Source: an optimization exercise on an open RTL-to-GDS flow (aim: small area, a short achievable clock period and few clock cycles per item). Production flows keep margins and buffers that such runs may drop. The RTL was checked by simulation tests, not by an equivalence proof against the original design. No activity file was given, so power comes from the tool's default toggle rates.

**flow/run.sh**
```bash
#!/bin/bash
cp standard.sh standard_sh.txt
export BUFFER_PORTS_ARGS="-buffer_cell sky130_fd_sc_hd__buf_1"
bash standard.sh > standard.log 2>&1
```
**standard.sh**
```bash
#!/bin/bash
# synth_recipe.tcl (not shown) runs the flow's synth.tcl, then flattens the netlist and writes it again
# the make line also repeats each setting of config.mk as NAME=value (left out here)
make -C /OpenROAD-flow-scripts/flow DESIGN_CONFIG=/design/flow/config.mk WORK_HOME=/design/flow/orfs CLKGATE_MAP_FILE= SYNTH_SCRIPT=/design/flow/synth_recipe.tcl "${@:-finish}"
```
**config.mk**
```make
export PLATFORM = sky130hd
export DESIGN_NAME = magma_enc
export DESIGN_NICKNAME = magma_enc
export VERILOG_FILES = /design/flow/design.v
export SDC_FILE = /design/flow/constraint.sdc
export NUM_CORES = 4
export LEC_CHECK = 0
export ABC_AREA = 1
export CAP_MARGIN = 20
export CORE_MARGIN = 2
export CORE_UTILIZATION = 55
export CTS_CLUSTER_DIAMETER = 100
export CTS_CLUSTER_SIZE = 24
export PLACE_DENSITY = 0.7
export SETUP_SLACK_MARGIN = 3.65
export SLEW_MARGIN = 20
export TNS_END_PERCENT = 30
```
**constraint.sdc**
```tcl
create_clock -name core_clock -period 6.0 [get_ports {clk}]
set_input_delay 1.2000 -clock core_clock [delete_from_list [all_inputs] [get_ports {clk}]]
set_output_delay 1.2000 -clock core_clock [all_outputs]
set_load 0.01 [all_outputs]
```
**design.v**
```verilog
module magma_enc(
    input  clk,
    input  rst,
    input  start,
    input  [255:0] key,
    input  [63:0] block_in,
    output ready,
    output reg valid,
    output [31:0] data,
    output [31:0] data_out
);
localparam [511:0] SB0 = 512'h1f307d8e9b5a264cf0db74e1c5a93286069c471edaf2853bb9e35a076f4d128cc24be390d618a5f70e34187bac296fd573ad0b4fc19652e82bc96af43850de71;
localparam [511:0] SB1 = 512'hc1f307d8e9b5a2646f0db74e1c5a9328b069c471edaf2853cb9e35a076f4d1287c24be390d618a5f50e34187bac296fd873ad0b4fc19652e12bc96af43850de7;
reg [31:0] kr0, kr1, kr2, kr3, kr4, kr5, kr6, kr7;
reg [31:0] rk;
reg [31:0] a1, a0;
reg [4:0]  cnt;
reg        busy;
assign ready = !busy;
assign data_out = a0;
assign data     = a1;
wire [7:0]  gen, prop;
wire [31:0] t0, t1;
genvar n;
generate
    for (n = 0; n < 8; n = n + 1) begin : nib
        wire [3:0] x = a0[4*n+3:4*n];
        wire [3:0] k = rk[4*n+3:4*n];
        wire [3:0] gg = x & k;
        wire [3:0] tt = x | k;
        wire [3:0] pp = x ^ k;
        wire [3:0] s;
        assign s[0]  = pp[0];
        assign s[1]  = pp[1] ^ gg[0];
        assign s[2]  = pp[2] ^ (gg[1] | tt[1] & x[0] & k[0]);
        assign s[3]  = pp[3] ^ (gg[2] | tt[2] & x[1] & k[1] | tt[2] & tt[1] & x[0] & k[0]);
        assign gen[n]  = gg[3] | tt[3] & gg[2] | tt[3] & tt[2] & gg[1] | tt[3] & tt[2] & tt[1] & gg[0];
        assign prop[n] = gg[3] | tt[3] & gg[2] | tt[3] & tt[2] & gg[1] | tt[3] & tt[2] & tt[1] & tt[0];
        wire [63:0] row  = SB0[64*(7-n) +: 64];
        wire [63:0] row1 = SB1[64*(7-n) +: 64];
        assign t0[4*n+3:4*n] = row[4*s +: 4];
        assign t1[4*n+3:4*n] = row1[4*s +: 4];
    end
endgenerate
wire [7:0] cin;
assign cin[0] = 1'b0;
generate
    for (n = 1; n < 8; n = n + 1) begin : cy
        wire [n-1:0] term;
        genvar j;
        for (j = 0; j < n; j = j + 1) begin : tm
            if (j == n - 1) begin : last
                assign term[j] = gen[j];
            end else begin : mid
                assign term[j] = gen[j] & (&prop[n-1:j+1]);
            end
        end
        assign cin[n] = |term;
    end
endgenerate
wire [31:0] a1r = {a1[10:0], a1[31:11]};
wire [31:0] blr = {block_in[10:0], block_in[31:11]};
wire [31:0] v0 = busy ? (a1r ^ t0) : blr;
wire [31:0] v1 = busy ? (a1r ^ t1) : blr;
wire [31:0] sbx;
generate
    for (n = 0; n < 8; n = n + 1) begin : sel
        assign sbx[4*n+3:4*n] = cin[n] ? v1[4*n+3:4*n] : v0[4*n+3:4*n];
    end
endgenerate
wire [31:0] a0_next = {sbx[20:0], sbx[31:21]};
reg [31:0] rk_next;
always @(*) begin
    if (cnt < 5'd23)
        rk_next = kr1;
    else
        case (cnt[1:0])
            2'd3: rk_next = kr0;    
            2'd0: rk_next = kr6;    
            2'd1: rk_next = kr4;    
            default: rk_next = kr2;  
        endcase
end
always @(posedge clk) begin
    if (!busy) begin
        kr0 <= key[255:224];
        kr1 <= key[223:192];
        kr2 <= key[191:160];
        kr3 <= key[159:128];
        kr4 <= key[127:96];
        kr5 <= key[95:64];
        kr6 <= key[63:32];
        kr7 <= key[31:0];
        rk  <= key[255:224];
        a1  <= block_in[63:32];
        cnt <= 5'd0;
    end else begin
        kr0 <= kr1;
        kr1 <= kr2;
        kr2 <= kr3;
        kr3 <= kr4;
        kr4 <= kr5;
        kr5 <= kr6;
        kr6 <= kr7;
        kr7 <= kr0;
        rk  <= rk_next;
        a1  <= a0;
        cnt <= cnt + 5'd1;
    end
end
always @(posedge clk) begin
    a0 <= a0_next;
end
always @(posedge clk) begin
    if (rst) begin
        busy  <= 1'b0;
        valid <= 1'b0;
    end else begin
        valid <= busy && (cnt == 5'd31);
        if (!busy)
            busy <= start;
        else if (cnt == 5'd31)
            busy <= 1'b0;
    end
end
endmodule
```
==> flow_summary.json, run 1 <==
{
  "rsz0062_at_grt": "yes",
  "fillers": 3126,
  "cp_max_fo": 5,
  "fin_worst_skew_ps": 13.97,
  "ys_seq_area_share_pct": 39.40,
  "antenna_found_initial": 4,
  "dpl.hpwl_microns": 41550,
  "cts.reportedPaths.clkPinSlew_ps": 100,
  "synth_compound_area_share_pct": 6.613,
  "hold_slack_ps": 429.1,
  "fin_setup_tns_ps": 0,
  "ys_types": 35,
  "drtPass1Iterations": 5,
  "cts_max_level": 1,
  "irDropWorstVdd_mv": 0.2354,
  "place_congestion": 0.9499,
  "path_delay_family": "flip-flops",
  "drt_wl_total_microns": 56210,
  "mostFrequentLayoutCell": "nand2_1",
  "setup_ws_ps": 3569,
  "viasPerCell": 5.178,
  "cts_buffers": 19,
  "p_leak_nw": 10.68,
  "grt_pass1_wl_microns": 85600,
  "antenna_left": 0,
  "synth_top_family_by_area": "simple AND/OR/NAND/NOR gates",
  "fin_cells": 3526,
  "hold_viol_final": 0,
  "relSlewSlack_pct": 32.18,
  "crit_chain": "buf_1",
  "crit_path_start_kind": "flop",
  "syn-instance-count": 2745,
  "tritoncts": "yes",
  "core-area_sq_um": 32620,
  "status": "timing/DRC/antenna clean",
  "hold_path.class": "reg2reg",
  "yosys.area_share.simple_pct": 38.80,
  "dpl_worst_slack_ps": 2929,
  "place.port_buffers": 388,
  "clk_latency_ps": 530,
  "initial_core_util_pct": 55.92,
  "die_h_microns": 186.1,
  "root_buffer": "clkbuf_16",
  "die_w_microns": 186.1,
  "setup_viol": 0,
  "maxCapViolCount": 0,
  "syn_area_sq_um": 18240,
  "max_freq_ghz": 0.4114,
  "final_cell_mix": "1379 x nand2_1, 386 x buf_1, 349 x dfxtp_1, 224 x nand3_1, 178 x inv_1",
  "fin_crit_sh_pct": 40.51,
  "finalMaxSlewViolations": 0,
  "ys_ff_latch": 359,
  "cts_sinks": 359,
  "ctsLongestPathBuffers": 3,
  "crit_path_end_kind": "output pin",
  "syn_area_per_cell_sq_um": 6.645,
  "finalCoreUtilization_pct": 63.63,
  "rows": 66,
  "grt_max_degree": 251,
  "post-route-min-period_ps": 2431,
  "synth.mux.area_fraction_pct": 0,
  "num_io_pins": 389,
  "synth_adder_area_share_pct": 7.889,
  "dieArea_sq_um": 34640,
  "drc": 0,
  "arrival_ps": 1230,
  "nNetsFinal": 3517,
  "via_count": 18260,
  "drt-initial-drc-count": 1358,
  "syn_nets": 3183,
  "areaGrowthSynthToFinish_pct": 13.79,
  "max_stage_delay_ps": 510,
  "tightest_slew_ps": 1017,
  "grt_use_total_pct": 31.35,
  "crit_required_ps": 4800,
  "grt_pass1_vias": 16540,
  "power.density_nw_per_um2": 459.1,
  "path_class": "reg2out",
  "wire_per_inst_microns": 15.94,
  "synthXorXnorAreaFrac_pct": 0.7614,
  "drive_above_1_share_pct": 4.607,
  "place_inst": 3482,
  "critical_path_buf_inv_count": 1,
  "yosysWarnings": 1,
  "slowest_stage": "dfxtp_1",
  "gr-total-overflow": 0
}
## metal layers
metal,GRT usage [%],share of wire [%]
met5,0,0.027
met4,9.858,3.0
met3,4.031,7.1
met2,52.31,46
met1,42.24,44
## cell usage after synthesis
master	instances	area [sq um]
a21boi_0	1	7.510
a21oi_1	70	350.3
a21oi_2	3	26.28
a21oi_4	1	16.27
a311oi_1	32	280.3
a31oi_1	1	6.260
buf_1	5	18.77
buf_2	47	235.2
buf_4	3	22.52
buf_6	1	11.26
clkbuf_1	47	176.4
dfxtp_1	359	7187
ha_1	115	1439
inv_1	183	686.9
inv_2	11	41.29
nand2_1	1380	5180
nand2_2	21	131.4
nand3_1	225	1126
nand3_2	12	120.1
nand3b_1	5	37.54
nand4_1	19	118.9
nor2_1	76	285.3
nor2_2	3	18.77
nor2_4	2	22.52
nor3_1	2	10.01
nor3b_1	1	7.510
o211ai_1	1	7.510
o21ai_0	72	360.4
o21ai_1	28	140.1
o21bai_2	1	11.26
or2_1	2	12.51
or2_2	1	6.260
xnor2_1	10	87.58
xnor2_2	1	16.27
xor2_1	4	35.03
## flip-flops by register name (all words and copies together), names as in the netlist
name	flops
kr0	32
a0	32
valid	1
kr2	32
kr3	32
kr6	32
cnt	5
rk	32
kr5	32
a1	32
kr4	32
kr1	32
busy	1
kr7	32
## through the flow
stage / area, sq um / power (W)
global placement: 19880 / 0.007821
CTS: 20560 / 0.009322
finish: 20760 / 0.009530
global route: 20760 / 0.01039
floorplan: 18240 / 0.006669
detailed placement: 19880 / 0.007888
## final timing paths
kind,to,slack [ps],cells after the start,start
setup / recovery,data_out[0],3570,1,a0[0]
hold / removal,kr2[26],430,2,kr3[26]
setup reg to reg,rk[23],3660,9,cnt[0]
hold reg to reg,kr2[26],430,2,kr3[26]
## layout make-up
class / count / area (sq um) / area share (%)
flip-flops and latches: 359 / 7207 / 34.72
diodes: 2 / 5.005 / 0.02411
clock buffers: 20 / 479.2 / 2.309
clock inverters: 4 / 37.54 / 0.1808
inverters: 194 / 748.2 / 3.605
repair buffers: 413 / 1670 / 8.047
well taps: 442 / 553.0 / 2.664
repair inverters: 3 / 26.28 / 0.1266
multi-input cells: 2089 / 10030 / 48.32
## cells by family after synthesis
family / Yosys count
AND/OR/NAND/NOR: 1749
XOR/XNOR: 15
buffers and inverters: 297
flip-flops: 359
adder cells (fa/ha/maj): 115
AO/OA/AOI/OAI: 210
## report_power, final
part | internal, W | switching (W)
sequential | 0.00275 | 0.000338
clock | 0.000584 | 0.000789
combinational | 0.00177 | 0.00331
## what timing repair did
item	in CTS	in global routing
cloned	3	0
gates resized for setup	13	34
setup endpoints to repair	102	91
hold endpoints to repair	0	0
hold buffers	0	0
pin swaps	1	5
buffers inserted	7	8
Testbench counts, summed over its fixed seeds: cycles 25,344, items 768.
==> run 2: changes to the inputs <==
--- a/config.mk
+++ b/config.mk
@@ -13,5 +13,4 @@
 export CTS_CLUSTER_SIZE = 24
-export PLACE_DENSITY = 0.7
+export PLACE_DENSITY = 0.75
 export SETUP_SLACK_MARGIN = 3.65
 export SLEW_MARGIN = 20
-export TNS_END_PERCENT = 30
==> flow_summary.json, run 2 <==
{
  "crit_path_start_kind": "flop",
  "mostFrequentLayoutCell": "nand2_1",
  "viasPerCell": 5.268,
  "dieArea_sq_um": 34640,
  "crit_path_end_kind": "output pin",
  "antenna_found_initial": 5,
  "post-route-min-period_ps": 2341,
  "hold_viol_final": 0,
  "cts.reportedPaths.clkPinSlew_ps": 100,
  "fillers": 3148,
  "relSlewSlack_pct": 30.51,
  "drt-initial-drc-count": 1302,
  "place.port_buffers": 388,
  "synth-async-reset-ratio_pct": 0,
  "synth_edf_count": 0,
  "arrival_ps": 1140,
  "wire_per_inst_microns": 16.05,
  "finalMaxSlewViolations": 0,
  "ctsLongestPathBuffers": 3,
  "synth.area.top_cells": "dfxtp_1 39%, nand2_1 28%, ha_1 7.9%",
  "initial_core_util_pct": 55.92,
  "finalCoreUtilization_pct": 63.90,
  "core-area_sq_um": 32620,
  "root_buffer": "clkbuf_16",
  "reg2reg_slack_ps": 3710,
  "min_from": "kr7[29]",
  "drive_above_1_share_pct": 5.785,
  "whs_path_depth": 2,
  "cp_max_fo": 5,
  "syn_nets": 3183,
  "place_congestion": 0.9213,
  "final_area_sq_um": 20850,
  "synth_flop_cell": "dfxtp_1",
  "rsz0062_at_grt": "yes",
  "yosysTopAreaCell": "dfxtp_1",
  "max_freq_ghz": 0.4272,
  "maxCapViolCount": 0,
  "gr-total-overflow": 0,
  "cts_max_level": 1,
  "grt_max_degree": 254,
  "hold_path.class": "reg2reg",
  "num_io_pins": 389,
  "irDropWorstVdd_mv": 0.2098,
  "setup_viol": 0,
  "crit_required_ps": 4800,
  "fin_setup_tns_ps": 0,
  "holdBufCountCts": 0,
  "fin_worst_skew_ps": 19.45,
  "post-synth-top-count-cell": "nand2_1",
  "cts_sinks": 359,
  "status": "timing/DRC/antenna clean",
  "die_h_microns": 186.1,
  "syn-instance-count": 2745,
  "reg2reg_depth": 9,
  "die_w_microns": 186.1,
  "areaGrowthSynthToFinish_pct": 14.28,
  "r2r-start": "cnt[0]",
  "dpl.hpwl_microns": 40930,
  "synthTopCellsByCount": "1380 x nand2_1, 359 x dfxtp_1, 225 x nand3_1",
  "drt_wl_total_microns": 56560,
  "ys_seq_area_share_pct": 39.40,
  "syn_area_sq_um": 18240,
  "ys_ff_latch": 359,
  "final_cell_mix": "1379 x nand2_1, 376 x buf_1, 318 x dfxtp_1, 221 x nand3_1, 178 x inv_1",
  "clk_latency_ps": 530,
  "drc": 0,
  "tritoncts": "yes",
  "reg2reg_to": "rk[9]",
  "fin_crit_sh_pct": 39.01,
  "yosysWarnings": 1,
  "syn_area_per_cell_sq_um": 6.645,
  "place_area_sq_um": 19880,
  "path_class": "reg2out",
  "power.density_nw_per_um2": 458.8,
  "tightest_slew_ps": 1042,
  "antenna_left": 0,
  "ys_types": 35,
  "rows": 66,
  "grt_pass1_vias": 16780,
  "p_leak_nw": 10.72,
  "grt_use_total_pct": 31.28,
  "min_to": "kr6[29]",
  "via_count": 18560,
  "cts_buffers": 19,
  "grt_pass1_wl_microns": 85430,
  "nNetsFinal": 3512,
  "drtPass1Iterations": 8,
  "synth_top_area_share_pct": 39.40
}
## run 2: cell counts after synthesis
Identical to the previous run, type by type.
## run 2: kinds of logic (layout without fill, tap and decap cells)
family	after synthesis	in the layout	share of synthesized area, %
other	0	4	0
flip-flops	359	359	39.40
buffers and inverters	297	629	6.537
XOR/XNOR	15	15	0.7614
AND/OR/NAND/NOR	1749	1749	38.80
AO/OA/AOI/OAI	210	210	6.613
adder cells (fa/ha/maj)	115	115	7.889
## run 2: worst max-delay path by stage
| stage | from | endpoint | slack, ps |
|---|---|---|---|
| finish | busy | ready | 3660 |
| global route | a0[25] | a0[3] | 3620 |
| CTS | busy | ready | 3560 |
| detailed placement | cnt[0] | rk[25] | 3300 |
| global placement | cnt[0] | rk[25] | 3290 |
| floorplan | a0[9] | a0[22] | 3720 |
## run 2: layout make-up
cell class                      instances  area, sq um  area share, %
Inverter                              194        748.2          3.589
Clock inverter                          4        33.78         0.1621
Antenna cell                            4        10.01        0.04802
Timing Repair inverter                  3        26.28         0.1261
Tap cell                              442        553.0          2.653
Sequential cell                       359         7251          34.78
Clock buffer                           20        479.2          2.299
Timing Repair Buffer                  408         1710          8.205
Multi-Input combinational cell       2089        10030          48.13
## run 2: what timing repair did
| action | 4_1_cts | 5_1_grt |
|---|---|---|
| cloned | 3 | 1 |
| setup endpoints to repair | 143 | 70 |
| gates resized for setup | 42 | 52 |
| pin swaps | 2 | 4 |
| setup buffers | 6 | 5 |
## run 2: per-stage QoR
step | total power [W] | setup slack [ps] | instances | hold WS, ps
2_1_floorplan | 0.006669 | 3720 | 2745 | 403.0
3_3_place_gp | 0.007812 | 3290 | 3480 | 406.9
3_5_place_dp | 0.007896 | 3305 | 3480 | 408.8
4_1_cts | 0.009359 | 3565 | 3513 | 426.9
5_1_grt | 0.01040 | 3624 | 3523 | 444.3
6_report | 0.009563 | 3659 | 3523 | 429.8
## run 2: power by group
part           total [W]  internal [W]  switching (W)
clock network    0.00138      0.000585       0.000793
logic            0.00508       0.00176        0.00332
registers        0.00311       0.00277       0.000338
## run 2: worst max-delay path, stage by stage (launching register included)
cell and delay, ps:
dfxtp_4 450, inv_16 50, buf_6 110
## run 2: layer usage
metal  track usage [%]  vias to the layer above  routed length, microns
met5                 0                        -                      13
met4             11.31                        2                    1965
met3             3.913                      113                    4042
met2             51.69                      761                   25850
met1             42.06                     8428                   24690
li1                  -                     9256                       -
==> run 3: changes to the inputs <==
--- a/config.mk
+++ b/config.mk
@@ -10,3 +10,3 @@
 export CORE_MARGIN = 2
-export CORE_UTILIZATION = 55
+export CORE_UTILIZATION = 60
 export CTS_CLUSTER_DIAMETER = 100
==> flow_summary.json, run 3 <==
{
  "antenna_found_initial": 6,
  "critical_path_buf_inv_count": 1,
  "rows": 63,
  "crit_required_ps": 4800,
  "cts_buffers": 19,
  "yosysTopAreaCell": "dfxtp_1",
  "drtPass1Iterations": 7,
  "synthTopCellsByCount": "1380 x nand2_1, 359 x dfxtp_1, 225 x nand3_1",
  "synth_top_area_share_pct": 39.40,
  "yosys.area_share.simple_pct": 38.80,
  "tritoncts": "yes",
  "synth_top_family_by_area": "simple AND/OR/NAND/NOR gates",
  "die_h_microns": 178.4,
  "crit_path_end_kind": "output pin",
  "place_area_sq_um": 19830,
  "post-synth-top-count-cell": "nand2_1",
  "drt_wl_total_microns": 54330,
  "final_cell_mix": "1379 x nand2_1, 379 x buf_1, 316 x dfxtp_1, 224 x nand3_1, 178 x inv_1",
  "core-area_sq_um": 29800,
  "crit_chain": "buf_1",
  "synth_compound_area_share_pct": 6.613,
  "ys_types": 35,
  "areaGrowthSynthToFinish_pct": 14.01,
  "syn-instance-count": 2745,
  "drc": 0,
  "root_buffer": "clkbuf_16",
  "fin_crit_sh_pct": 39.12,
  "nNetsFinal": 3520,
  "fin_worst_skew_ps": 18.54,
  "crit_path_start_kind": "flop",
  "relSlewSlack_pct": 33.88,
  "cts.reportedPaths.clkPinSlew_ps": 90,
  "die_w_microns": 178.4,
  "dieArea_sq_um": 31810,
  "initial_core_util_pct": 61.22,
  "path_class": "reg2out",
  "setup_viol": 0,
  "drive_above_1_share_pct": 5.934,
  "dpl.hpwl_microns": 40450,
  "final_area_sq_um": 20800,
  "hold_path.class": "reg2reg",
  "irDropWorstVdd_mv": 0.2795,
  "grt_max_degree": 241,
  "place.port_buffers": 388,
  "grt_pass1_vias": 16830,
  "p_leak_nw": 10.73,
  "antenna_left": 0,
  "cp_max_fo": 4,
  "hold_viol_final": 0,
  "cts_max_level": 1,
  "num_io_pins": 389,
  "synth-async-reset-ratio_pct": 0,
  "max_stage_delay_ps": 410,
  "drt-initial-drc-count": 1284,
  "viasPerCell": 5.285,
  "gr-total-overflow": 0,
  "tightest_slew_ps": 991.8,
  "grt_use_total_pct": 33.05,
  "arrival_ps": 1150,
  "synth_adder_area_share_pct": 7.889,
  "place_inst": 3431,
  "path_delay_family": "flip-flops",
  "syn_area_per_cell_sq_um": 6.645,
  "max_freq_ghz": 0.4260,
  "place_congestion": 0.9246,
  "synthXorXnorAreaFrac_pct": 0.7614,
  "syn_area_sq_um": 18240,
  "via_count": 18400,
  "status": "timing/DRC/antenna clean",
  "post-route-min-period_ps": 2347,
  "fin_cells": 3482,
  "holdBufCountCts": 0,
  "synth_flop_cell": "dfxtp_1",
  "rsz0062_at_grt": "yes",
  "syn_nets": 3183,
  "synth.area.top_cells": "dfxtp_1 39%, nand2_1 28%, ha_1 7.9%",
  "wire_per_inst_microns": 15.60,
  "ys_ff_latch": 359,
  "maxCapViolCount": 0,
  "mostFrequentLayoutCell": "nand2_1",
  "synth.mux.area_fraction_pct": 0,
  "cts_sinks": 359,
  "fin_setup_tns_ps": 0,
  "clk_latency_ps": 520,
  "ys_seq_area_share_pct": 39.40,
  "yosysWarnings": 1,
  "power.density_nw_per_um2": 461.4,
  "finalMaxSlewViolations": 0,
  "slowest_stage": "dfxtp_1",
  "ctsLongestPathBuffers": 3,
  "grt_pass1_wl_microns": 83790,
  "synth_edf_count": 0
}
[run 3: cell types whose count changed in the layout (fill, tap and decap cells not counted), moves of 2 or more]
cell,previous run,this run
buf_4,13,23
clkbuf_2,7,3
dfxtp_2,36,40
diode_2,4,8
buf_1,376,379
nand3_1,221,224
nand3_2,16,13
buf_12,3,1
buf_6,3,5
dfxtp_1,318,316
dfxtp_4,5,3
[run 3: worst paths after layout]
check | depth (start not counted) | end | start | slack (ps)
worst max-delay path | 1 | data_out[17] | a0[17] | 3650
worst min-delay path | 2 | kr4[23] | kr5[23] | 430
worst max register to register | 13 | a0[22] | rk[9] | 3760
worst min register to register | 2 | kr4[23] | kr5[23] | 430
[run 3: per-stage QoR]
step | setup slack [ps] | hold slack, ps | utilization [%] | power [W]
6_report | 3653 | 425.1 | 69.80 | 0.009594
5_1_grt | 3617 | 424.2 | 69.77 | 0.01042
4_1_cts | 3650 | 422.8 | 68.97 | 0.009341
3_5_place_dp | 3243 | 408.6 | 66.54 | 0.007881
3_3_place_gp | 3309 | 406.7 | 66.54 | 0.007766
2_1_floorplan | 3720 | 403.0 | - | 0.006669
[run 3: repair_timing]
action / 4_1_cts / 5_1_grt
gates cloned: 2 / 0
endpoints found under the setup margin: 132 / 68
pin swaps: 1 / 7
gates resized for setup: 40 / 50
setup buffers: 6 / 12
[run 3: layout make-up]
type / instances / area (sq um)
inverters: 194 / 748.2
diodes: 8 / 20.02
multi-input cells: 2089 / 10030
fillers: 2667 / 9000
repair buffers: 417 / 1727
flip-flops and latches: 359 / 7248
well taps: 390 / 488.0
clock buffers: 20 / 489.2
repair inverters: 2 / 17.52
clock inverters: 3 / 30.03
[run 3: layer usage]
metal | global-route usage, % | part of all wire [%]
met1 | 42.57 | 43
met2 | 55.66 | 46
met3 | 4.966 | 7.5
met4 | 13.01 | 3.7
met5 | 0 | 0
[run 3: kinds of logic (layout without fill, tap and decap cells)]
family / Yosys count / in the layout
AND/OR/NAND/NOR: 1749 / 1749
XOR/XNOR: 15 / 15
flip-flops: 359 / 359
AO/OA/AOI/OAI: 210 / 210
other: 0 / 8
adder cells (fa/ha/maj): 115 / 115
buffers and inverters: 297 / 636
[run 3: power by group]
group | internal (W) | switching [W]
sequential | 0.00277 | 0.000332
clock | 0.000594 | 0.000772
combinational | 0.00180 | 0.00333
==> run 4: changes to the inputs <==
==> config.mk (replaced) <==
export PLATFORM = sky130hd
export DESIGN_NAME = magma_enc
export DESIGN_NICKNAME = magma_enc
export VERILOG_FILES = /design/flow/design.v
export SDC_FILE = /design/flow/constraint.sdc
export NUM_CORES = 4
export LEC_CHECK = 0
export CAP_MARGIN = 20
export CORE_MARGIN = 2
export CORE_UTILIZATION = 55
export CTS_CLUSTER_DIAMETER = 110
export CTS_CLUSTER_SIZE = 28
export PLACE_DENSITY = 0.7
export SETUP_SLACK_MARGIN = 3.2
export SLEW_MARGIN = 20
==> flow_summary.json, run 4 <==
{
  "syn_nets": 2017,
  "gr-total-overflow": 0,
  "fin_setup_tns_ps": 0,
  "switching_share_pct": 40.10,
  "path_delay_family": "flip-flops",
  "mostFrequentLayoutCell": "buf_1",
  "setup_viol": 0,
  "hold_slack_ps": 460.2,
  "slowest_stage": "dfxtp_4",
  "power.density_nw_per_um2": 520.7,
  "tightest_slew_ps": 1049,
  "synth_top_area_share_pct": 42.72,
  "reg2reg_to": "a0[7]",
  "crit_path_start_kind": "flop",
  "post-synth-top-count-cell": "dfxtp_1",
  "dieArea_sq_um": 32000,
  "finalMaxSlewViolations": 0,
  "post-route-min-period_ps": 2810,
  "critical_path_buf_inv_count": 2,
  "r2r-start": "a0[10]",
  "ys_types": 60,
  "path_class": "reg2out",
  "die_h_microns": 178.9,
  "multiInputGateArea_sq_um": 9398,
  "crit_chain": "clkinv_2, buf_1",
  "maxCapViolCount": 0,
  "synth.area.top_cells": "dfxtp_1 43%, mux2_2 21%, ha_1 8.6%",
  "initial_core_util_pct": 55.43,
  "drt-initial-drc-count": 777,
  "min_to": "kr2[6]",
  "viasPerCell": 5.427,
  "irDropWorstVdd_mv": 0.2640,
  "reg2reg_slack_ps": 3190,
  "register_area_sq_um": 7221,
  "reg2reg_depth": 11,
  "yosysTopAreaCell": "dfxtp_1",
  "max_stage_delay_ps": 640,
  "die_w_microns": 178.9,
  "holdBufCountCts": 0,
  "via_count": 12710,
  "fin_crit_sh_pct": 46.83,
  "num_io_pins": 389,
  "cp_max_fo": 31,
  "cts_buffers": 16,
  "grt_use_total_pct": 25.78,
  "syn_area_per_cell_sq_um": 10.65,
  "ys_ff_latch": 359,
  "ctsLongestPathBuffers": 3,
  "antenna_found_initial": 5,
  "p_sw_w": 0.004107,
  "drt_wl_total_microns": 43590,
  "p_clk_share_pct": 12.4,
  "whs_path_depth": 1,
  "drtPass1Iterations": 8,
  "crit_required_ps": 4800,
  "cts.reportedPaths.clkPinSlew_ps": 110,
  "synthTopCellsByCount": "359 x dfxtp_1, 308 x mux2_2, 151 x nor2_1",
  "ys_seq_area_share_pct": 42.72,
  "hold_viol_final": 0,
  "crit_cells": 2,
  "yosysWarnings": 1,
  "rows": 64,
  "clk_latency_ps": 520,
  "p_comb_share_pct": 57.0,
  "place_congestion": 0.8885,
  "wire_per_inst_microns": 18.62,
  "final_cell_mix": "388 x buf_1, 344 x dfxtp_1, 307 x mux2_2, 150 x nor2_1, 131 x a21oi_1",
  "relSlewSlack_pct": 30.08,
  "synth-async-reset-ratio_pct": 0,
  "crit_path_end_kind": "output pin",
  "fillers": 2478,
  "grt_max_degree": 205,
  "tritoncts": "yes",
  "syn-instance-count": 1579,
  "place.port_buffers": 388,
  "syn_area_sq_um": 16820,
  "dpl.hpwl_microns": 32260,
  "finalCoreUtilization_pct": 64.81,
  "root_buffer": "clkbuf_16",
  "seqPwrFrac_pct": 30.6,
  "synth_edf_count": 0,
  "antenna_left": 0,
  "max_freq_ghz": 0.3559,
  "min_from": "kr3[6]",
  "areaGrowthSynthToFinish_pct": 16.92,
  "p_leak_nw": 7.973,
  "p_int_w": 0.006135,
  "grt_pass1_wl_microns": 64450,
  "fin_worst_skew_ps": 7.893,
  "grt_pass1_vias": 12180,
  "cts_max_level": 1,
  "core-area_sq_um": 30350,
  "synth_flop_cell": "dfxtp_1",
  "drc": 0,
  "status": "timing/DRC/antenna clean",
  "rsz0062_at_grt": "yes",
  "arrival_ps": 1610,
  "nNetsFinal": 2377,
  "hold_path.class": "reg2reg",
  "cts_sinks": 359,
  "drive_above_1_share_pct": 23.49
}
run 4: cell types whose count changed in the layout (fill, tap and decap cells not counted), sizes merged, moves of 18 or more:
cell    change
mux2i      +25
xor2       +28
mux2      +309
a222oi     +32
nand4      -18
nand3     -230
a21oi      +60
nor2       +71
nand2    -1366
xnor2      +22
o21ai      -79
inv        -87
a311oi     -32
mux4       +22
run 4: area by class of cell:
type	instances	share of cell area, %
multi-input combinational	1036	47.78
sequential	359	36.71
timing repair buffer	416	8.556
tap	396	2.519
clock buffer	19	2.252
inverter	110	2.106
antenna	4	0.05089
clock inverter	1	0.02545
run 4: per-stage QoR:
step	instances	setup WS [ps]	instance area [sq um]	power [W]
after global routing	2339	3041	19660	0.01098
after CTS	2323	3057	19330	0.009874
after detailed placement	2297	2749	18610	0.008305
after global placement	2297	2792	18610	0.008141
final	2341	3190	19670	0.01024
after floorplan	1579	3257	16840	0.007085
run 4: metal layers:
layer / wire length [microns] / track usage, %
met4: 1292 / 7.351
met2: 20640 / 44.41
met3: 3628 / 7.209
met1: 18020 / 31.41
met5: 16 / 0
run 4: what timing repair did:
action                                  in CTS  in global routing
resized for setup                           40                 49
cloned                                       0                  1
pin swaps                                    5                 19
endpoints found under the setup margin      97                 99
setup buffers                                6                 13
run 4: how the worst max path moves through the flow:
stage	start	to	slack (ps)
2_1_floorplan	a0[25]	a0[4]	3260
3_3_place_gp	a0[25]	a0[3]	2790
3_5_place_dp	a0[25]	a0[3]	2750
4_1_cts	a0[27]	a0[3]	3060
5_1_grt	a0[17]	a0[7]	3040
6_report	busy	ready	3190
run 4: cell families (layout without fill, tap and decap cells):
logic type	count (synthesis)	count (layout)	share of synthesized area [%]
DFF	359	359	42.72
muxes	356	356	25.14
and+or+nand+nor	256	256	6.746
AOI/OAI and AO/OA	244	244	9.379
buffers and inverters	185	546	4.128
adders and majority gates	115	115	8.553
xor gates and xnor gates	64	65	3.332
other	0	4	0
run 4: power groups by stage:
stage          Clock, W  Sequential, W  Combinational [W]
2_1_floorplan         0        0.00309            0.00399
3_3_place_gp          0        0.00315            0.00499
3_5_place_dp          0        0.00317            0.00513
4_1_cts         0.00130        0.00312            0.00545
5_1_grt         0.00138        0.00318            0.00642
6_report        0.00127        0.00314            0.00584
==> run 5: changes to the inputs <==
--- a/config.mk
+++ b/config.mk
@@ -13,3 +13,3 @@
 export PLACE_DENSITY = 0.7
-export SETUP_SLACK_MARGIN = 3.2
+export SETUP_SLACK_MARGIN = 3.1
 export SLEW_MARGIN = 20
==> flow_summary.json, run 5 <==
{
  "status": "timing/DRC/antenna clean",
  "dieArea_sq_um": 32000,
  "finalMaxSlewViolations": 0,
  "clk_latency_ps": 530,
  "cts.reportedPaths.clkPinSlew_ps": 110,
  "irDropWorstVdd_mv": 0.2668,
  "fin_cells": 2342,
  "die_h_microns": 178.9,
  "dpl.hpwl_microns": 32500,
  "switching_share_pct": 40.30,
  "areaGrowthSynthToFinish_pct": 17.11,
  "gr-total-overflow": 0,
  "relSlewSlack_pct": 30.73,
  "drt-initial-drc-count": 720,
  "mostFrequentLayoutCell": "buf_1",
  "rows": 64,
  "fin_crit_sh_pct": 48.49,
  "synth-async-reset-ratio_pct": 0,
  "initial_core_util_pct": 55.43,
  "p_clk_share_pct": 13.3,
  "p_comb_share_pct": 56.2,
  "arrival_ps": 3330,
  "ys_ff_latch": 359,
  "hold_path.class": "reg2reg",
  "synth_edf_count": 0,
  "grt_use_total_pct": 25.88,
  "path_class": "reg2reg",
  "holdBufCountCts": 0,
  "synthTopCellsByCount": "359 x dfxtp_1, 308 x mux2_2, 151 x nor2_1",
  "p_sw_w": 0.004121,
  "fillers": 2478,
  "ctsLongestPathBuffers": 3,
  "drt_wl_total_microns": 44180,
  "drc": 0,
  "syn-instance-count": 1579,
  "crit_path_end_kind": "flop",
  "p_int_w": 0.006104,
  "nNetsFinal": 2378,
  "die_w_microns": 178.9,
  "synth_compound_area_share_pct": 9.379,
  "num_io_pins": 389,
  "post-synth-top-count-cell": "dfxtp_1",
  "wire_per_inst_microns": 18.86,
  "syn_nets": 2017,
  "crit_path_start_kind": "flop",
  "crit_required_ps": 6420,
  "p_leak_nw": 7.985,
  "rsz0062_at_grt": "yes",
  "syn_area_sq_um": 16820,
  "place_inst": 2295,
  "cts_sinks": 359,
  "final_cell_mix": "388 x buf_1, 343 x dfxtp_1, 308 x mux2_2, 150 x nor2_1, 131 x a21oi_1",
  "synth_top_area_share_pct": 42.72,
  "fin_worst_skew_ps": 27.27,
  "antenna_left": 0,
  "antenna_found_initial": 8,
  "drtPass1Iterations": 5,
  "fin_setup_tns_ps": 0,
  "ys_types": 60,
  "grt_pass1_wl_microns": 64180,
  "yosys.area_share.simple_pct": 6.746,
  "hold_viol_final": 0,
  "synth_top_family_by_area": "multiplexers",
  "synth_flop_cell": "dfxtp_1",
  "totalPowerFinal_w": 0.01022,
  "grt_max_degree": 211,
  "setup_viol": 0,
  "synth.area.top_cells": "dfxtp_1 43%, mux2_2 21%, ha_1 8.6%",
  "maxCapViolCount": 0,
  "synthXorXnorAreaFrac_pct": 3.332,
  "place.port_buffers": 388,
  "core-area_sq_um": 30350,
  "cp_max_fo": 4,
  "post-route-min-period_ps": 2910,
  "yosysWarnings": 1,
  "max_freq_ghz": 0.3437,
  "grt_pass1_vias": 12230,
  "cts_buffers": 17,
  "tritoncts": "yes",
  "via_count": 12680,
  "synth.mux.area_fraction_pct": 25.14,
  "cts_max_level": 1,
  "seqPwrFrac_pct": 30.5,
  "ys_seq_area_share_pct": 42.72,
  "synth_adder_area_share_pct": 8.553,
  "place_congestion": 0.8363,
  "viasPerCell": 5.415,
  "power.density_nw_per_um2": 519.0,
  "syn_area_per_cell_sq_um": 10.65,
  "hold_slack_ps": 462.6,
  "tightest_slew_ps": 1039,
  "yosysTopAreaCell": "dfxtp_1",
  "root_buffer": "clkbuf_16",
  "drive_above_1_share_pct": 23.73
}
-- run 5: cell counts after synthesis --
Identical to the previous run, type by type.
-- run 5: final timing paths --
check / startpoint / end / slack [ps] / cells past startpoint
setup / recovery: rk[19] / a0[10] / 3090 / 11
hold / removal: kr7[12] / kr6[12] / 460 / 1
setup reg to reg: rk[19] / a0[10] / 3090 / 11
hold reg to reg: kr7[12] / kr6[12] / 460 / 1
-- run 5: cells by family after synthesis --
logic type | after synthesis
muxes | 356
and+or+nand+nor | 256
adders and majority gates | 115
DFF | 359
xor gates and xnor gates | 64
buffers and inverters | 185
AOI/OAI and AO/OA | 244
-- run 5: per-layer routing --
layer  GRT usage (%)  vias to the layer above  routed length (microns)
met4           8.570                        4                     1331
met1           31.39                     6006                    18210
met3           6.277                       63                     3277
li1                -                     6220                        -
met2           44.89                      390                    21330
met5               0                        -                       27
-- run 5: final cells by class --
class | instances | area [sq um] | area share [%]
antenna | 3 | 7.507 | 0.03810
tap | 396 | 495.5 | 2.515
inverter | 110 | 416.7 | 2.115
sequential | 359 | 7219 | 36.64
multi-input combinational | 1035 | 9336 | 47.39
clock buffer | 18 | 429.2 | 2.178
clock inverter | 4 | 77.57 | 0.3938
timing repair buffer | 417 | 1719 | 8.726
-- run 5: power groups by stage --
stage,Combinational [W],Clock (W),Sequential (W)
floorplan,0.00398,0,0.00309
global route,0.00630,0.00145,0.00316
global placement,0.00503,0,0.00314
detailed placement,0.00515,0,0.00317
finish,0.00575,0.00135,0.00312
CTS,0.00539,0.00139,0.00311
-- run 5: worst max-delay path: stages (launching register included) --
cell	delay, ps
dfxtp_1	350
inv_1	100
ha_4	160
nor3b_1	50
nor3_2	220
nand2_1	120
a221o_1	360
or3_4	430
a31oi_4	330
mux2i_4	350
xnor2_1	80
mux2_2	250
-- run 5: repair_timing --
item,4_1_cts,5_1_grt
gates cloned,0,0
resized for setup,32,53
pin swaps,8,17
buffers inserted,7,15
setup endpoints to repair,78,81
-- run 5: per-stage QoR --
step | instance area [sq um] | utilization, % | setup slack (ps)
2_1_floorplan | 16820 | - | 3106
3_5_place_dp | 18580 | 61.22 | 2750
6_report | 19700 | 64.92 | 3090
4_1_cts | 19340 | 63.73 | 3026
5_1_grt | 19700 | 64.90 | 3009
3_3_place_gp | 18580 | 61.22 | 2854
==> run 6: changes to the inputs <==
--- a/config.mk
+++ b/config.mk
@@ -13,3 +13,3 @@
 export PLACE_DENSITY = 0.7
-export SETUP_SLACK_MARGIN = 3.1
+export SETUP_SLACK_MARGIN = 3.3
 export SLEW_MARGIN = 20
==> flow_summary.json, run 6 <==
{
  "maxCapViolCount": 0,
  "antenna_left": 0,
  "drc": 0,
  "arrival_ps": 3270,
  "cts_max_level": 1,
  "wire_per_inst_microns": 18.47,
  "synth_top_area_share_pct": 42.72,
  "post-synth-top-count-cell": "dfxtp_1",
  "clk_latency_ps": 520,
  "critical_path_buf_inv_count": 1,
  "core-area_sq_um": 30350,
  "die_w_microns": 178.9,
  "tightest_slew_ps": 894.1,
  "ys_seq_area_share_pct": 42.72,
  "ys_types": 60,
  "power.density_nw_per_um2": 535.4,
  "ys_ff_latch": 359,
  "drive_above_1_share_pct": 27.44,
  "synth.area.top_cells": "dfxtp_1 43%, mux2_2 21%, ha_1 8.6%",
  "place_inst": 2297,
  "antenna_found_initial": 2,
  "root_buffer": "clkbuf_16",
  "place_congestion": 0.8262,
  "crit_chain": "inv_1, ha_1, nor2b_1, nor3_2, nand2_1, a221o_1, or3_4, a31oi_4, mux2i_2, xnor2_1, mux2_2",
  "grt_use_total_pct": 25.94,
  "fillers": 2459,
  "max_freq_ghz": 0.3506,
  "cts_sinks": 359,
  "rows": 64,
  "grt_pass1_wl_microns": 64550,
  "die_h_microns": 178.9,
  "ctsLongestPathBuffers": 3,
  "register_area_sq_um": 7243,
  "crit_path_start_kind": "flop",
  "p_leak_nw": 8.215,
  "final_cell_mix": "388 x buf_1, 334 x dfxtp_1, 307 x mux2_2, 149 x nor2_1, 129 x a21oi_1",
  "syn_area_sq_um": 16820,
  "nNetsFinal": 2421,
  "hold_viol_final": 0,
  "gr-total-overflow": 0,
  "areaGrowthSynthToFinish_pct": 20.28,
  "fin_worst_skew_ps": 22.49,
  "finalCoreUtilization_pct": 66.67,
  "mostFrequentLayoutCell": "buf_1",
  "slowest_stage": "a221o_1",
  "setup_ws_ps": 3148,
  "max_stage_delay_ps": 400,
  "syn_nets": 2017,
  "cts.reportedPaths.clkPinSlew_ps": 110,
  "cts_buffers": 16,
  "initial_core_util_pct": 55.43,
  "irDropWorstVdd_mv": 0.2577,
  "tritoncts": "yes",
  "drt-initial-drc-count": 819,
  "place.port_buffers": 388,
  "totalPowerFinal_w": 0.01083,
  "grt_pass1_vias": 12210,
  "grt_max_degree": 97,
  "rsz0062_at_grt": "yes",
  "setup_viol": 0,
  "syn-instance-count": 1579,
  "drt_wl_total_microns": 44030,
  "synthTopCellsByCount": "359 x dfxtp_1, 308 x mux2_2, 151 x nor2_1",
  "fin_cells": 2384,
  "via_count": 12850,
  "drtPass1Iterations": 7,
  "dieArea_sq_um": 32000,
  "path_class": "reg2reg",
  "synth-async-reset-ratio_pct": 0,
  "yosysWarnings": 1,
  "crit_required_ps": 6420,
  "status": "timing/DRC/antenna clean",
  "viasPerCell": 5.392,
  "multiInputGateArea_sq_um": 9583,
  "path_delay_family": "simple AND/OR/NAND/NOR gates",
  "num_io_pins": 389,
  "cp_max_fo": 4,
  "yosysTopAreaCell": "dfxtp_1",
  "synth_edf_count": 0,
  "post-route-min-period_ps": 2852,
  "finalMaxSlewViolations": 0,
  "syn_area_per_cell_sq_um": 10.65,
  "dpl_worst_slack_ps": 2701,
  "synth_flop_cell": "dfxtp_1",
  "holdBufCountCts": 0,
  "relSlewSlack_pct": 40.40,
  "crit_path_end_kind": "flop",
  "hold_path.class": "reg2reg",
  "fin_crit_sh_pct": 47.54,
  "fin_setup_tns_ps": 0,
  "dpl.hpwl_microns": 32300
}
==> run 6: cell counts after synthesis <==
Identical to the previous run, type by type.
==> run 6: cells by family after synthesis <==
family,synth area share [%]
flip-flops,42.72
XOR/XNOR,3.332
adder cells (fa/ha/maj),8.553
AND/OR/NAND/NOR,6.746
multiplexers,25.14
AO/OA/AOI/OAI,9.379
buffers and inverters,4.128
==> run 6: metrics by stage <==
step / hold WS [ps] / cell area [sq um]
floorplan: 425.6 / 16850
global placement: 434.6 / 18600
detailed placement: 440.5 / 18600
CTS: 460.0 / 19630
global route: 462.3 / 20230
finish: 456.8 / 20230
==> run 6: worst reg2reg max path: stages, from the launching register on <==
cell	delay (ps)
dfxtp_2	380
inv_1	70
ha_1	200
nor2b_1	80
nor3_2	200
nand2_1	120
a221o_1	400
or3_4	360
a31oi_4	290
mux2i_2	310
xnor2_1	80
mux2_2	270
==> run 6: path summary, 6_finish.rpt <==
kind / start / to / slack [ps] / cells after the start
setup / recovery: a0[19] / a0[8] / 3150 / 11
hold / removal: kr5[0] / kr4[0] / 460 / 1
setup reg to reg: a0[19] / a0[8] / 3150 / 11
hold reg to reg: kr5[0] / kr4[0] / 460 / 1
==> run 6: timing repair <==
action                     CTS  global route
buffers inserted            22            41
cloned                       0             1
pin swaps                   17            26
resized for setup           88            68
setup endpoints to repair  101            93
==> run 6: area by class of cell <==
cell class	count	share of cell area (%)
multi-input cells	1036	47.36
flip-flops and latches	359	35.80
repair buffers	460	10.11
well taps	396	2.449
clock buffers	20	2.158
inverters	110	2.078
clock inverters	1	0.02473
diodes	2	0.02473
==> run 6: power by group <==
group          switching (W)  internal, W
clock               0.000723     0.000520
sequential          0.000359      0.00279
combinational        0.00319      0.00325
total                0.00427      0.00656
==> run 6: per-layer routing <==
metal	up-vias	global-route usage (%)	wire [microns]
met5	-	0	0
met4	0	6.538	1088
met3	66	6.022	3256
met2	417	44.78	21200
met1	6055	32.63	18480
li1	6316	-	-
==> run 7: changes to the inputs <==
--- a/config.mk
+++ b/config.mk
@@ -12,4 +12,4 @@
 export CTS_CLUSTER_SIZE = 28
-export PLACE_DENSITY = 0.7
-export SETUP_SLACK_MARGIN = 3.3
+export PLACE_DENSITY = 0.65
+export SETUP_SLACK_MARGIN = 3.2
 export SLEW_MARGIN = 20
==> flow_summary.json, run 7 <==
{
  "cts_sinks": 359,
  "grt_pass1_wl_microns": 64650,
  "yosys.area_share.simple_pct": 6.746,
  "synth.area.top_cells": "dfxtp_1 43%, mux2_2 21%, ha_1 8.6%",
  "antenna_left": 0,
  "dpl_worst_slack_ps": 2672,
  "syn_area_sq_um": 16820,
  "post-route-min-period_ps": 2926,
  "syn_area_per_cell_sq_um": 10.65,
  "synth_adder_area_share_pct": 8.553,
  "holdBufCountCts": 0,
  "final_cell_mix": "388 x buf_1, 340 x dfxtp_1, 307 x mux2_2, 150 x nor2_1, 132 x a21oi_1",
  "rows": 64,
  "drc": 0,
  "dieArea_sq_um": 32000,
  "yosysWarnings": 1,
  "crit_path_end_kind": "flop",
  "cts_buffers": 16,
  "crit_path_start_kind": "flop",
  "grt_max_degree": 91,
  "drt_wl_total_microns": 43580,
  "synthTopCellsByCount": "359 x dfxtp_1, 308 x mux2_2, 151 x nor2_1",
  "setup_viol": 0,
  "ctsLongestPathBuffers": 3,
  "wire_per_inst_microns": 18.43,
  "synth.mux.area_fraction_pct": 25.14,
  "place.port_buffers": 388,
  "syn-instance-count": 1579,
  "synth_flop_cell": "dfxtp_1",
  "hold_viol_final": 0,
  "crit_start": "a0[17]",
  "place_congestion": 0.8622,
  "nNetsFinal": 2395,
  "reg2reg_depth": 10,
  "die_w_microns": 178.9,
  "relSlewSlack_pct": 31.34,
  "status": "timing/DRC/antenna clean",
  "crit_cells": 10,
  "synth_top_area_share_pct": 42.72,
  "rsz0062_at_grt": "yes",
  "path_class": "reg2reg",
  "setup_ws_ps": 3074,
  "grt_pass1_vias": 11990,
  "totalPowerFinal_w": 0.01040,
  "place_area_sq_um": 18620,
  "syn_nets": 2017,
  "core-area_sq_um": 30350,
  "max_stage_delay_ps": 440,
  "final_area_sq_um": 19890,
  "reg2reg_to": "a0[10]",
  "num_io_pins": 389,
  "synth_compound_area_share_pct": 9.379,
  "initial_core_util_pct": 55.43,
  "ys_ff_latch": 359,
  "areaGrowthSynthToFinish_pct": 18.24,
  "synth-async-reset-ratio_pct": 0,
  "cts.reportedPaths.clkPinSlew_ps": 110,
  "clk_latency_ps": 520,
  "drt-initial-drc-count": 707,
  "ys_types": 60,
  "synth_top_family_by_area": "multiplexers",
  "irDropWorstVdd_mv": 0.2555,
  "yosysTopAreaCell": "dfxtp_1",
  "tritoncts": "yes",
  "root_buffer": "clkbuf_16",
  "crit_required_ps": 6400,
  "drive_above_1_share_pct": 24.49,
  "mostFrequentLayoutCell": "buf_1",
  "fin_worst_skew_ps": 16.91,
  "cp_max_fo": 4,
  "crit_chain": "ha_4, nor3b_4, nor3_2, nand2_1, a221o_1, or3_4, a31oi_4, mux2i_1, xnor2_1, mux2_4",
  "finalMaxSlewViolations": 0,
  "r2r-start": "a0[17]",
  "via_count": 12510,
  "ys_seq_area_share_pct": 42.72,
  "synth_edf_count": 0,
  "slowest_stage": "or3_4",
  "drtPass1Iterations": 6,
  "max_freq_ghz": 0.3418,
  "power.density_nw_per_um2": 522.9,
  "maxCapViolCount": 0,
  "tightest_slew_ps": 1030,
  "grt_use_total_pct": 26.01,
  "cts_max_level": 1,
  "viasPerCell": 5.293,
  "dpl.hpwl_microns": 32640,
  "gr-total-overflow": 0,
  "fin_setup_tns_ps": 0,
  "finalCoreUtilization_pct": 65.54,
  "antenna_found_initial": 10,
  "path_delay_family": "simple AND/OR/NAND/NOR gates",
  "arrival_ps": 3330,
  "hold_path.class": "reg2reg",
  "synthXorXnorAreaFrac_pct": 3.332,
  "reg2reg_slack_ps": 3070,
  "post-synth-top-count-cell": "dfxtp_1",
  "p_leak_nw": 8.069,
  "critical_path_buf_inv_count": 0,
  "critPathCapture": "a0[10]",
  "die_h_microns": 178.9,
  "fin_crit_sh_pct": 48.76
}
run 7: how the worst min path moves through the flow:
stage / start / endpoint / slack (ps) / cells after the start
floorplan: cnt[0] / cnt[0] / 430 / 1
global placement: kr5[16] / kr4[16] / 430 / 1
detailed placement: kr3[9] / kr2[9] / 440 / 1
CTS: kr5[9] / kr4[9] / 460 / 1
global route: kr3[2] / kr2[2] / 470 / 1
finish: kr5[9] / kr4[9] / 460 / 1
run 7: layer usage:
layer  share of wire, %  GRT usage, %  vias to the layer above
met5              0.087             0                        -
met4                1.8         5.657                        6
met3                6.7         6.001                       52
met2                 47         43.99                      340
met1                 45         33.84                     5861
li1                   -             -                     6254
run 7: cell type report:
class	instances	area (sq um)
antenna	8	20.02
clock buffer	21	460.4
fill	2511	10460
inverter	110	414.1
multi-input combinational	1036	9434
sequential	359	7226
tap	396	495.5
timing repair buffer	434	1842
run 7: what timing repair did:
| item | CTS | global route |
|---|---|---|
| setup buffers | 14 | 20 |
| pin swaps | 13 | 24 |
| setup endpoints to repair | 172 | 26 |
| gates cloned | 0 | 1 |
| resized for setup | 65 | 35 |
| hold endpoints to repair | 0 | 0 |
run 7: kinds of logic (layout without fill, tap and decap cells):
logic type / count (synthesis) / count (layout)
DFF: 359 / 359
muxes: 356 / 356
and+or+nand+nor: 256 / 256
AOI/OAI and AO/OA: 244 / 244
buffers and inverters: 185 / 565
adders and majority gates: 115 / 115
xor gates and xnor gates: 64 / 65
other: 0 / 8
run 7: stage by stage:
step	hold WS (ps)	std cells
after floorplan	425.6	1579
after global placement	434.6	2299
after detailed placement	439.3	2300
after CTS	462.3	2335
after global routing	474.6	2358
final	455.9	2364
run 7: worst register-to-register path: cells and delay by family, from the launching register on:
family	cells	cell delay, ps
AO/OA/AOI/OAI	2	680
flip-flops	1	390
multiplexers	2	550
adder cells (fa/ha/maj)	1	160
AND/OR/NAND/NOR	4	900
XOR/XNOR	1	110
run 7: power by group:
part           internal, W  switching, W  total, W
registers          0.00278      0.000347   0.00313
logic              0.00291       0.00308   0.00599
clock network     0.000544      0.000739   0.00128
==> run 8: changes to the inputs <==
--- a/config.mk
+++ b/config.mk
@@ -9,3 +9,3 @@
 export CORE_MARGIN = 2
-export CORE_UTILIZATION = 55
+export CORE_UTILIZATION = 50
 export CTS_CLUSTER_DIAMETER = 110
==> flow_summary.json, run 8 <==
{
  "crit_required_ps": 6410,
  "r2r-start": "a0[6]",
  "mostFrequentLayoutCell": "buf_1",
  "viasPerCell": 5.328,
  "reg2reg_to": "a0[10]",
  "syn_area_per_cell_sq_um": 10.65,
  "p_leak_nw": 8.027,
  "rows": 67,
  "drtPass1Iterations": 6,
  "min_to": "kr6[9]",
  "wire_per_inst_microns": 18.60,
  "tritoncts": "yes",
  "switching_share_pct": 40.03,
  "antenna_found_initial": 7,
  "drive_above_1_share_pct": 24.26,
  "arrival_ps": 3170,
  "core-area_sq_um": 33360,
  "tightest_slew_ps": 1174,
  "dpl_worst_slack_ps": 2755,
  "cts_max_level": 1,
  "cts_sinks": 359,
  "path_class": "reg2reg",
  "crit_chain": "inv_1, ha_1, nor2_1, a221o_1, a21oi_2, a21oi_4, or3_4, a31oi_4, mux2i_1, xnor2_1, mux2_2",
  "drt-initial-drc-count": 739,
  "holdBufCountCts": 0,
  "die_h_microns": 187.4,
  "ys_ff_latch": 359,
  "initial_core_util_pct": 50.42,
  "post-route-min-period_ps": 2755,
  "root_buffer": "clkbuf_16",
  "p_clk_share_pct": 12.7,
  "whs_path_depth": 1,
  "finalMaxSlewViolations": 0,
  "p_int_w": 0.006169,
  "place.port_buffers": 388,
  "synth_flop_cell": "dfxtp_1",
  "status": "timing/DRC/antenna clean",
  "gr-total-overflow": 0,
  "slowest_stage": "or3_4",
  "fin_setup_tns_ps": 0,
  "drc": 0,
  "rsz0062_at_grt": "yes",
  "reg2reg_depth": 11,
  "power.density_nw_per_um2": 518.1,
  "crit_path_end_kind": "flop",
  "grt_pass1_vias": 12660,
  "synth-async-reset-ratio_pct": 0,
  "critical_path_buf_inv_count": 1,
  "hold_viol_final": 0,
  "setup_ws_ps": 3245,
  "syn_nets": 2017,
  "finalCoreUtilization_pct": 59.50,
  "maxCapViolCount": 0,
  "drt_wl_total_microns": 44730,
  "ctsLongestPathBuffers": 3,
  "min_from": "kr7[9]",
  "relSlewSlack_pct": 21.70,
  "dpl.hpwl_microns": 33410,
  "post-synth-top-count-cell": "dfxtp_1",
  "hold_path.class": "reg2reg",
  "p_sw_w": 0.004117,
  "cp_max_fo": 4,
  "place_congestion": 0.8875,
  "crit_path_start_kind": "flop",
  "yosysWarnings": 1,
  "synth.area.top_cells": "dfxtp_1 43%, mux2_2 21%, ha_1 8.6%",
  "final_cell_mix": "388 x buf_1, 343 x dfxtp_1, 308 x mux2_2, 150 x nor2_1, 132 x a21oi_1",
  "grt_use_total_pct": 24.43,
  "synth_top_area_share_pct": 42.72,
  "p_comb_share_pct": 56.8,
  "fin_crit_sh_pct": 45.92,
  "clk_latency_ps": 520,
  "irDropWorstVdd_mv": 0.2625,
  "cts.reportedPaths.clkPinSlew_ps": 100,
  "via_count": 12810,
  "grt_max_degree": 223,
  "fin_worst_skew_ps": 23.96,
  "num_io_pins": 389,
  "ys_seq_area_share_pct": 42.72,
  "place_area_sq_um": 18670,
  "synthTopCellsByCount": "359 x dfxtp_1, 308 x mux2_2, 151 x nor2_1",
  "reg2reg_slack_ps": 3240,
  "syn-instance-count": 1579,
  "antenna_left": 0,
  "syn_area_sq_um": 16820,
  "ys_types": 60,
  "max_freq_ghz": 0.3629,
  "setup_viol": 0,
  "areaGrowthSynthToFinish_pct": 18.01,
  "nNetsFinal": 2388,
  "path_delay_family": "compound AO/OA/AOI/OAI gates",
  "yosysTopAreaCell": "dfxtp_1",
  "grt_pass1_wl_microns": 68080,
  "dieArea_sq_um": 35130,
  "final_area_sq_um": 19850,
  "die_w_microns": 187.4,
  "max_stage_delay_ps": 400,
  "seqPwrFrac_pct": 30.5,
  "synth_edf_count": 0,
  "cts_buffers": 17,
  "place_inst": 2349,
  "fin_cells": 2405
}
-- run 8: cell counts after synthesis --
Identical to the previous run, type by type.
-- run 8: worst max-delay path by stage --
stage	from	end	slack, ps	cells past startpoint
after floorplan	a0[25]	a0[4]	3260	10
after global placement	a0[25]	a0[3]	2820	10
after detailed placement	a0[25]	a0[3]	2750	10
after CTS	a0[27]	a0[3]	3080	9
after global routing	rk[11]	a0[10]	3120	11
final	a0[6]	a0[10]	3240	11
-- run 8: timing repair --
item,CTS,global route
gates cloned,0,1
pin swaps,12,20
buffers inserted,12,17
setup endpoints to repair,25,75
hold endpoints to repair,0,0
gates resized for setup,41,55
-- run 8: power by group through the flow --
| stage | clock, W | combinational [W] | sequential, W |
|---|---|---|---|
| finish | 0.00131 | 0.00584 | 0.00314 |
| CTS | 0.00134 | 0.00546 | 0.00312 |
| global route | 0.00143 | 0.00642 | 0.00318 |
| floorplan | 0 | 0.00399 | 0.00309 |
| global placement | 0 | 0.00502 | 0.00315 |
| detailed placement | 0 | 0.00514 | 0.00317 |
-- run 8: kinds of logic after synthesis --
logic type / Yosys count / synth area share [%]
adders and majority gates: 115 / 8.553
DFF: 359 / 42.72
and+or+nand+nor: 256 / 6.746
buffers and inverters: 185 / 4.128
AOI/OAI and AO/OA: 244 / 9.379
xor gates and xnor gates: 64 / 3.332
muxes: 356 / 25.14
-- run 8: cell type report --
cell class,instances,area [sq um]
fillers,2981,13510
multi-input cells,1036,9394
flip-flops and latches,359,7224
repair buffers,426,1769
well taps,448,560.5
clock buffers,20,446.7
inverters,110,416.7
clock inverters,3,33.78
diodes,3,7.507
-- run 8: per-stage QoR --
stage / total power (W) / hold slack [ps]
2_1_floorplan: 0.007085 / 425.6
3_3_place_gp: 0.008168 / 435.2
3_5_place_dp: 0.008307 / 439.1
4_1_cts: 0.009921 / 440.9
5_1_grt: 0.01103 / 453.1
6_report: 0.01029 / 436.6
-- run 8: metal layers --
| layer | share of wire [%] | vias up | track usage [%] |
|---|---|---|---|
| li1 | - | 6255 | - |
| met2 | 46 | 415 | 41.02 |
| met1 | 43 | 6068 | 31.46 |
| met3 | 7.9 | 72 | 5.666 |
| met4 | 3.2 | 4 | 7.056 |
| met5 | 0.060 | - | 0 |
==> run 9: changes to the inputs <==
--- a/config.mk
+++ b/config.mk
@@ -7,8 +7,9 @@
 export LEC_CHECK = 0
+export ABC_AREA = 1
 export CAP_MARGIN = 20
 export CORE_MARGIN = 2
-export CORE_UTILIZATION = 50
+export CORE_UTILIZATION = 55
 export CTS_CLUSTER_DIAMETER = 110
 export CTS_CLUSTER_SIZE = 28
-export PLACE_DENSITY = 0.65
+export PLACE_DENSITY = 0.7
 export SETUP_SLACK_MARGIN = 3.2
==> flow_summary.json, run 9 <==
{
  "status": "timing/DRC/antenna clean",
  "reg2reg_depth": 9,
  "reg2reg_slack_ps": 3360,
  "rows": 66,
  "fin_worst_skew_ps": 26.40,
  "cts_buffers": 17,
  "num_io_pins": 389,
  "finalCoreUtilization_pct": 62.70,
  "core-area_sq_um": 32620,
  "ys_ff_latch": 359,
  "die_h_microns": 186.1,
  "cts_max_level": 1,
  "post-route-min-period_ps": 2832,
  "hold_path.class": "reg2reg",
  "drive_above_1_share_pct": 3.037,
  "totalPowerFinal_w": 0.009304,
  "place_congestion": 0.9499,
  "ys_seq_area_share_pct": 39.40,
  "wire_per_inst_microns": 15.66,
  "antenna_found_initial": 5,
  "dpl.hpwl_microns": 41550,
  "min_to": "kr6[25]",
  "yosysWarnings": 1,
  "tightest_slew_ps": 1109,
  "synth_edf_count": 0,
  "reg2reg_to": "rk[16]",
  "final_cell_mix": "1380 x nand2_1, 388 x buf_1, 358 x dfxtp_1, 225 x nand3_1, 182 x inv_1",
  "fillers": 3169,
  "final_area_sq_um": 20450,
  "rsz0062_at_grt": "yes",
  "multiInputGateArea_sq_um": 9887,
  "finalMaxSlewViolations": 0,
  "viasPerCell": 5.162,
  "fin_crit_sh_pct": 47.20,
  "crit_start": "busy",
  "die_w_microns": 186.1,
  "crit_required_ps": 4800,
  "holdBufCountCts": 0,
  "synth_top_area_share_pct": 39.40,
  "setup_viol": 0,
  "min_from": "kr7[25]",
  "areaGrowthSynthToFinish_pct": 12.13,
  "grt_max_degree": 251,
  "synth-async-reset-ratio_pct": 0,
  "hold_viol_final": 0,
  "r2r-start": "cnt[0]",
  "cts_sinks": 359,
  "cp_max_fo": 146,
  "p_leak_nw": 10.56,
  "whs_path_depth": 2,
  "clk_latency_ps": 520,
  "syn-instance-count": 2745,
  "path_class": "reg2out",
  "ctsLongestPathBuffers": 3,
  "drt_wl_total_microns": 54910,
  "irDropWorstVdd_mv": 0.2462,
  "register_area_sq_um": 7191,
  "grt_pass1_wl_microns": 84010,
  "arrival_ps": 1630,
  "yosysTopAreaCell": "dfxtp_1",
  "synth_flop_cell": "dfxtp_1",
  "crit_path_end_kind": "output pin",
  "post-synth-top-count-cell": "nand2_1",
  "ys_types": 35,
  "place_area_sq_um": 19880,
  "relSlewSlack_pct": 26.04,
  "fin_setup_tns_ps": 0,
  "synthTopCellsByCount": "1380 x nand2_1, 359 x dfxtp_1, 225 x nand3_1",
  "grt_pass1_vias": 16420,
  "via_count": 18100,
  "initial_core_util_pct": 55.92,
  "synth.area.top_cells": "dfxtp_1 39%, nand2_1 28%, ha_1 7.9%",
  "drtPass1Iterations": 5,
  "root_buffer": "clkbuf_16",
  "dieArea_sq_um": 34640,
  "syn_area_per_cell_sq_um": 6.645,
  "nNetsFinal": 3499,
  "antenna_left": 0,
  "cts.reportedPaths.clkPinSlew_ps": 110,
  "mostFrequentLayoutCell": "nand2_1",
  "syn_nets": 3183,
  "maxCapViolCount": 0,
  "drt-initial-drc-count": 1374,
  "crit_path_start_kind": "flop",
  "place.port_buffers": 388,
  "gr-total-overflow": 0,
  "hold_slack_ps": 405.0,
  "syn_area_sq_um": 18240,
  "drc": 0,
  "tritoncts": "yes",
  "power.density_nw_per_um2": 454.9,
  "max_freq_ghz": 0.3531,
  "grt_use_total_pct": 30.62
}
==> run 9: cell count changes after synthesis, moves of 25 or more <==
cell / before / now
nand2_1: 35 / 1380
mux2_2: 308 / 0
nand3_1: 7 / 225
nor2_1: 151 / 76
inv_1: 109 / 183
a21oi_1: 134 / 70
o21ai_0: 20 / 72
buf_2: 0 / 47
a222oi_1: 32 / 0
a311oi_1: 0 / 32
o21ai_1: 1 / 28
xor2_1: 31 / 4
mux2i_1: 25 / 0
==> run 9: how the worst max path moves through the flow <==
stage,end,slack [ps],depth (start not counted)
after floorplan,a0[22],3720,13
after global placement,rk[25],2940,9
after detailed placement,rk[25],2930,9
after CTS,ready,3100,2
after global routing,ready,3120,2
final,ready,3170,2
==> run 9: per-layer routing <==
layer / track usage (%) / share of wire, % / wire length (microns) / up-vias
li1: - / - / - / 9227
met1: 41.27 / 44 / 24330 / 8130
met2: 51.18 / 46 / 25030 / 654
met3: 3.933 / 7.2 / 3930 / 82
met4: 9.449 / 2.9 / 1595 / 4
met5: 0 / 0.047 / 26 / -
==> run 9: cells by family after synthesis <==
logic type / share of synthesized area [%]
buffers and inverters: 6.537
xor gates and xnor gates: 0.7614
adders and majority gates: 7.889
AOI/OAI and AO/OA: 6.613
and+or+nand+nor: 38.80
DFF: 39.40
==> run 9: final cells by class <==
class	instances	area share [%]
inverter	194	3.658
antenna	2	0.02447
clock buffer	17	2.080
tap	442	2.704
multi-input combinational	2089	48.34
sequential	359	35.16
clock inverter	3	0.2997
timing repair buffer	400	7.738
==> run 9: what timing repair did <==
| action | in CTS | in global routing |
|---|---|---|
| gates resized for setup | 3 | 4 |
| setup buffers | 2 | 0 |
| setup endpoints to repair | 5 | 5 |
==> run 9: per-stage QoR <==
stage | setup slack [ps] | cells
2_1_floorplan | 3720 | 2745
3_3_place_gp | 2942 | 3482
3_5_place_dp | 2929 | 3482
4_1_cts | 3097 | 3504
5_1_grt | 3115 | 3506
6_report | 3168 | 3506
==> run 9: critical path, cell delays in order, from the launching register on <==
cell	delay, ps
dfxtp_4	620
inv_16	230
buf_1	200
==> run 9: power breakdown <==
group	internal, W	total (W)	leakage (nW)	switching (W)
clock	0.000573	0.00136	0.239	0.000789
sequential	0.00274	0.00308	3.02	0.000342
combinational	0.00164	0.00486	7.30	0.00323
total	0.00495	0.00930	10.6	0.00436

[re-timing with driven ports]
The results above use ideal ports. As a check the final layouts listed here were re-extracted and re-timed, cells and wires unchanged.
Step 1 assumes that a clkbuf_16 drives the clock port and a buf_2 every other input.
Step 2 times the ports against the registers' clock, not the clock port: input delays grow and output delays shrink by t, the midpoint of the rising clock arrivals with the driver on.
Three values: ideal ports, drivers, drivers and shift; two values: the first two.
run	shift t [ns]	setup WS [ns]	worst hold slack (ns)	worst slew at a driven data input, ns	cell pins on the clock port's net
run 1	0.575	3.569 / 3.514 / 3.659	0.429 / 0.429 / 0.429	0.08	1
run 2	0.570	3.659 / 3.606 / 3.714	0.430 / 0.430 / 0.430	0.10	1
run 3	0.559	3.653 / 3.602 / 3.761	0.425 / 0.425 / 0.425	0.09	1
run 4	0.564	3.190 / 3.138 / 3.195	0.460 / 0.460 / 0.460	0.08	1
run 5	0.572	3.090 / 3.090 / 3.090	0.463 / 0.463 / 0.463	0.13	1
run 6	0.561	3.148 / 3.148 / 3.148	0.457 / 0.457 / 0.457	0.07	1
run 7	0.564	3.074 / 3.074 / 3.074	0.456 / 0.456 / 0.456	0.09	1
run 8	0.558	3.245 / 3.245 / 3.245	0.437 / 0.437 / 0.437	0.10	1
run 9	0.559	3.168 / 3.116 / 3.363	0.405 / 0.405 / 0.405	0.08	1
After both steps every run listed still meets setup and hold.
